From an optimization exercise on the open Yosys and OpenROAD flow, aimed at small area and a short achievable clock period; shortcuts taken in it are not production practice.
In this exercise RTL edits were held to simulation tests only and were not proved equivalent to the original.
Power is estimated from default activity; no workload was simulated.

==> module pifo_reg, before the edit <==
module pifo_reg
#(
    parameter L2_REG_WIDTH = 4,
    parameter RANK_WIDTH = 16,
    parameter META_WIDTH = 12
)
(
    input                       rst,
    input                       clk,
    output reg                  full,
    input                       insert,
    input [RANK_WIDTH-1:0]      rank_in,
    input [META_WIDTH-1:0]      meta_in,
    output reg                  valid_out,
    input                       remove,
    output [RANK_WIDTH-1:0]     rank_out,
    output [META_WIDTH-1:0]     meta_out,
    output reg                  max_valid_out,
    output [RANK_WIDTH-1:0]     max_rank_out,
    output [META_WIDTH-1:0]     max_meta_out,
    output reg [L2_REG_WIDTH:0] num_entries,
    output reg                  empty
);
    localparam N  = 2**L2_REG_WIDTH;
    localparam RW = RANK_WIDTH;
    localparam MW = META_WIDTH;
    localparam SW = L2_REG_WIDTH;
    localparam DW = RW + MW;            
    localparam EW = DW + SW;            
    function automatic gt_tree(input [RW-1:0] a, input [RW-1:0] b, input cin);
        reg [RW-1:0] g, e;
        integer w, k;
        begin
            g = a & ~b;
            e = ~(a ^ b);
            for (w = RW; w > 1; w = w / 2)
                for (k = 0; k < w / 2; k = k + 1) begin
                    g[k] = g[2*k+1] | (e[2*k+1] & g[2*k]);
                    e[k] = e[2*k+1] & e[2*k];
                end
            gt_tree = g[0] | (e[0] & cin);
        end
    endfunction
    reg [EW-1:0] ent [0:N-1];
    reg [DW-1:0] max_d;
    reg [DW-1:0] p_d;
    reg [DW-1:0] p_o;     
    reg [SW-1:0] p_slot;
    reg [N-1:0]  c;       
    reg          cm;      
    reg          op_any;      
    reg          op_rem;      
    reg          ld0, dn0, hold0;
    reg          max_new, max_sec, max_keep;
    reg          insert_ltch;
    reg          calc_min_max;
    wire [EW-1:0] new_ent  = {p_slot, p_d};
    wire [EW-1:0] new_ent0 = {p_slot, p_o};
    wire [N-1:0] ld   = {{(N-1){op_any}} & c[N-1:1] & ~c[N-2:0], ld0};
    wire [N-1:0] up   = {{(N-1){op_any}} & c[N-2:0], 1'b0};
    wire [N-1:0] dn   = {{(N-1){op_rem}}, dn0};
    wire [N-1:0] hold = {~(({(N-1){op_any}} & c[N-1:1]) | {(N-1){op_rem}}), hold0};
    reg [EW-1:0] cur [0:N-1];
    reg [EW-1:0] nxt_up, nxt_dn;
    integer i;
    always @(*) begin
        for (i = 0; i < N; i = i + 1) begin
            nxt_up = (i > 0) ? ent[i-1] : {EW{1'b0}};
            if (i < N-1) begin
                nxt_dn = ent[i+1];
                nxt_dn[DW +: SW] = ent[i+1][DW +: SW] - (ent[i+1][DW +: SW] > ent[0][DW +: SW]);
            end else
                nxt_dn = {EW{1'b0}};
            cur[i] = ({EW{ld[i]}}   & ((i == 0) ? new_ent0 : new_ent))
                   | ({EW{up[i]}}   & nxt_up)
                   | ({EW{dn[i]}}     & nxt_dn)
                   | ({EW{hold[i]}} & ent[i]);
        end
    end
    wire [DW-1:0] cur_max = ({DW{max_new}}  & p_o)
                          | ({DW{max_sec}}  & ent[N-2][DW-1:0])
                          | ({DW{max_keep}} & max_d);
    assign rank_out     = cur[0][RW-1:0];
    assign meta_out     = cur[0][RW +: MW];
    assign max_rank_out = cur_max[RW-1:0];
    assign max_meta_out = cur_max[RW +: MW];
    always @(posedge clk) begin
        for (i = 0; i < N; i = i + 1)
            ent[i] <= cur[i];
        max_d <= cur_max;
    end
    wire nz      = |num_entries;
    wire is_full = num_entries[SW];
    wire do_rem  = remove & nz;
    wire do_ins  = ~do_rem & (insert | insert_ltch);
    wire [SW-1:0] cs_top = cur[N-1][DW +: SW];
    wire          rep_ok = is_full & ~remove;
    wire [N-1:0]  c_in;
    genvar g;
    generate
        for (g = 0; g < N; g = g + 1) begin : cmp
            wire v  = num_entries > g;
            wire sg = rep_ok & (cur[g][DW +: SW] > cs_top);
            assign c_in[g] = ~v | gt_tree(cur[g][RW-1:0], rank_in, sg);
        end
    endgenerate
    wire cm_in = nz & gt_tree(cur_max[RW-1:0], rank_in, 1'b0);
    wire [N-1:0] c_nx  = insert ? c_in : {1'b1, c[N-1:1]};
    wire         cm_nx = insert ? cm_in : (cm & nz);
    wire         go_ins = do_ins & ~rst;
    wire         go_rem = do_rem & ~rst;
    wire         go_rem0 = go_rem & (num_entries != 1);
    wire mn_nx = go_ins & (is_full ? (c_nx[N-1] & ~c_nx[N-2]) : ~cm_nx);
    wire ms_nx = go_ins & is_full & c_nx[N-2];
    always @(posedge clk) begin
        if (insert)
            p_d <= {meta_in, rank_in};
        if (insert | ~insert_ltch)
            p_o <= {meta_in, rank_in};
        c  <= c_nx;
        cm <= cm_nx;
        p_slot   <= is_full ? cs_top : num_entries[SW-1:0];
        op_any   <= go_ins;
        op_rem   <= go_rem;
        ld0      <= go_ins & c_nx[0];
        dn0      <= go_rem0;
        hold0    <= ~((go_ins & c_nx[0]) | go_rem0);
        max_new  <= mn_nx;
        max_sec  <= ms_nx;
        max_keep <= ~(go_ins & (is_full ? c_nx[N-1] : ~cm_nx));
    end
    always @(posedge clk) begin
        if (rst) begin
            valid_out <= 1'b0;
            max_valid_out <= 1'b0;
        end else begin
            if (insert | remove) begin
                valid_out <= 1'b0;
                max_valid_out <= 1'b0;
            end
            if (calc_min_max & nz) begin
                valid_out <= 1'b1;
                max_valid_out <= 1'b1;
            end
        end
    end
    always @(posedge clk) begin
        if (rst) begin
            num_entries <= 0;
            calc_min_max <= 0;
            insert_ltch <= 0;
            empty <= 1'b0;
            full <= 1'b0;
        end else begin
            calc_min_max <= 0;
            if (do_rem) begin
                if (num_entries == 1)
                    empty <= 1'b1;
                if (!insert)
                    full <= 1'b0;
                num_entries <= num_entries - 1'b1;
                calc_min_max <= 1;
                insert_ltch <= insert;
            end else if (do_ins) begin
                if (!is_full) begin
                    full <= (num_entries == N-1);
                    num_entries <= num_entries + 1'b1;
                end else
                    full <= 1'b1;
                empty <= 1'b0;
                calc_min_max <= 1;
                insert_ltch <= 0;
            end
        end
    end
endmodule
clock: 16.0 ns
lec_check: 0
abc_area: 1
cap_margin: 20
core_margin: 2
core_utilization: 55
cts_cluster_diameter: 80
cts_cluster_size: 30
slew_margin: 20
standard.sh (not shown) runs the stock make flow with config.mk's settings and CLKGATE_MAP_FILE= SYNTH_SCRIPT=/design/flow/synth_recipe.tcl, a recipe that flattens the netlist after the stock synthesis.
==> flow/flow/run.sh <==
#!/bin/bash
# Standard ORFS layout, with plain buffers on the ports and timing repair
# aiming well below the clock period.
set -euo pipefail
bash standard.sh SETUP_SLACK_MARGIN=11.1 TNS_END_PERCENT=100 \
  "BUFFER_PORTS_ARGS=-buffer_cell sky130_fd_sc_hd__buf_4" finish > standard_flow.log 2>&1
The starting point finished with timing, DRC and antenna clean.
==> next run, changes <==
--- a/flow/design.v
+++ b/flow/design.v
@@ -45,7 +45,6 @@
     reg [EW-1:0] ent [0:N-1];
     reg [DW-1:0] max_d;
     reg [DW-1:0] p_d;
-    reg [DW-1:0] p_o;     
     reg [SW-1:0] p_slot;
     reg [N-1:0]  c;       
     reg          cm;      
@@ -56,7 +55,6 @@
     reg          insert_ltch;
     reg          calc_min_max;
     wire [EW-1:0] new_ent  = {p_slot, p_d};
-    wire [EW-1:0] new_ent0 = {p_slot, p_o};
     wire [N-1:0] ld   = {{(N-1){op_any}} & c[N-1:1] & ~c[N-2:0], ld0};
     wire [N-1:0] up   = {{(N-1){op_any}} & c[N-2:0], 1'b0};
     wire [N-1:0] dn   = {{(N-1){op_rem}}, dn0};
@@ -72,13 +70,13 @@
                 nxt_dn[DW +: SW] = ent[i+1][DW +: SW] - (ent[i+1][DW +: SW] > ent[0][DW +: SW]);
             end else
                 nxt_dn = {EW{1'b0}};
-            cur[i] = ({EW{ld[i]}}   & ((i == 0) ? new_ent0 : new_ent))
+            cur[i] = ({EW{ld[i]}}   & new_ent)
                    | ({EW{up[i]}}   & nxt_up)
                    | ({EW{dn[i]}}     & nxt_dn)
                    | ({EW{hold[i]}} & ent[i]);
         end
     end
-    wire [DW-1:0] cur_max = ({DW{max_new}}  & p_o)
+    wire [DW-1:0] cur_max = ({DW{max_new}}  & p_d)
                           | ({DW{max_sec}}  & ent[N-2][DW-1:0])
                           | ({DW{max_keep}} & max_d);
     assign rank_out     = cur[0][RW-1:0];
@@ -116,8 +114,6 @@
     always @(posedge clk) begin
         if (insert)
             p_d <= {meta_in, rank_in};
-        if (insert | ~insert_ltch)
-            p_o <= {meta_in, rank_in};
         c  <= c_nx;
         cm <= cm_nx;
         p_slot   <= is_full ? cs_top : num_entries[SW-1:0];
Core utilization went up by 1.3 points.
Clock power went down by about 4%.
First-iteration DRC count went down by 18%.
Power went down by 2.8%.
Design area barely changes.
Clock skew went down by 0.0066 ns.

==> port drivers added, routing unchanged <==
How much do the figures lean on ideal ports? The routed layouts below were timed once more, with nothing changed but the port constraints.
Step 1, drivers: a clkbuf_16 drives clk and a buf_2 each remaining input, both assumed.
Step 2 moves the port delays by t, midway between the first and last clock arrival at a register: inputs arrive t later, outputs are due t later. That takes back most of the time a late clock gives input paths.
Slacks: ideal / step 1 / step 2; pairs: ideal / step 1.
run	t (ns)	setup WS [ns]	worst register clock-pin slew, ns	worst slew at a driven data input, ns
the first run	0.667	11.129 / 11.061 / 10.758	0.11 / 0.11	0.10
the second run	0.658	11.058 / 10.990 / 10.591	0.11 / 0.11	0.05
After both steps every run listed still meets setup and hold. The setup slack of the second run, which loses most, moves by -0.068 ns with the drivers and by -0.467 ns with both steps.
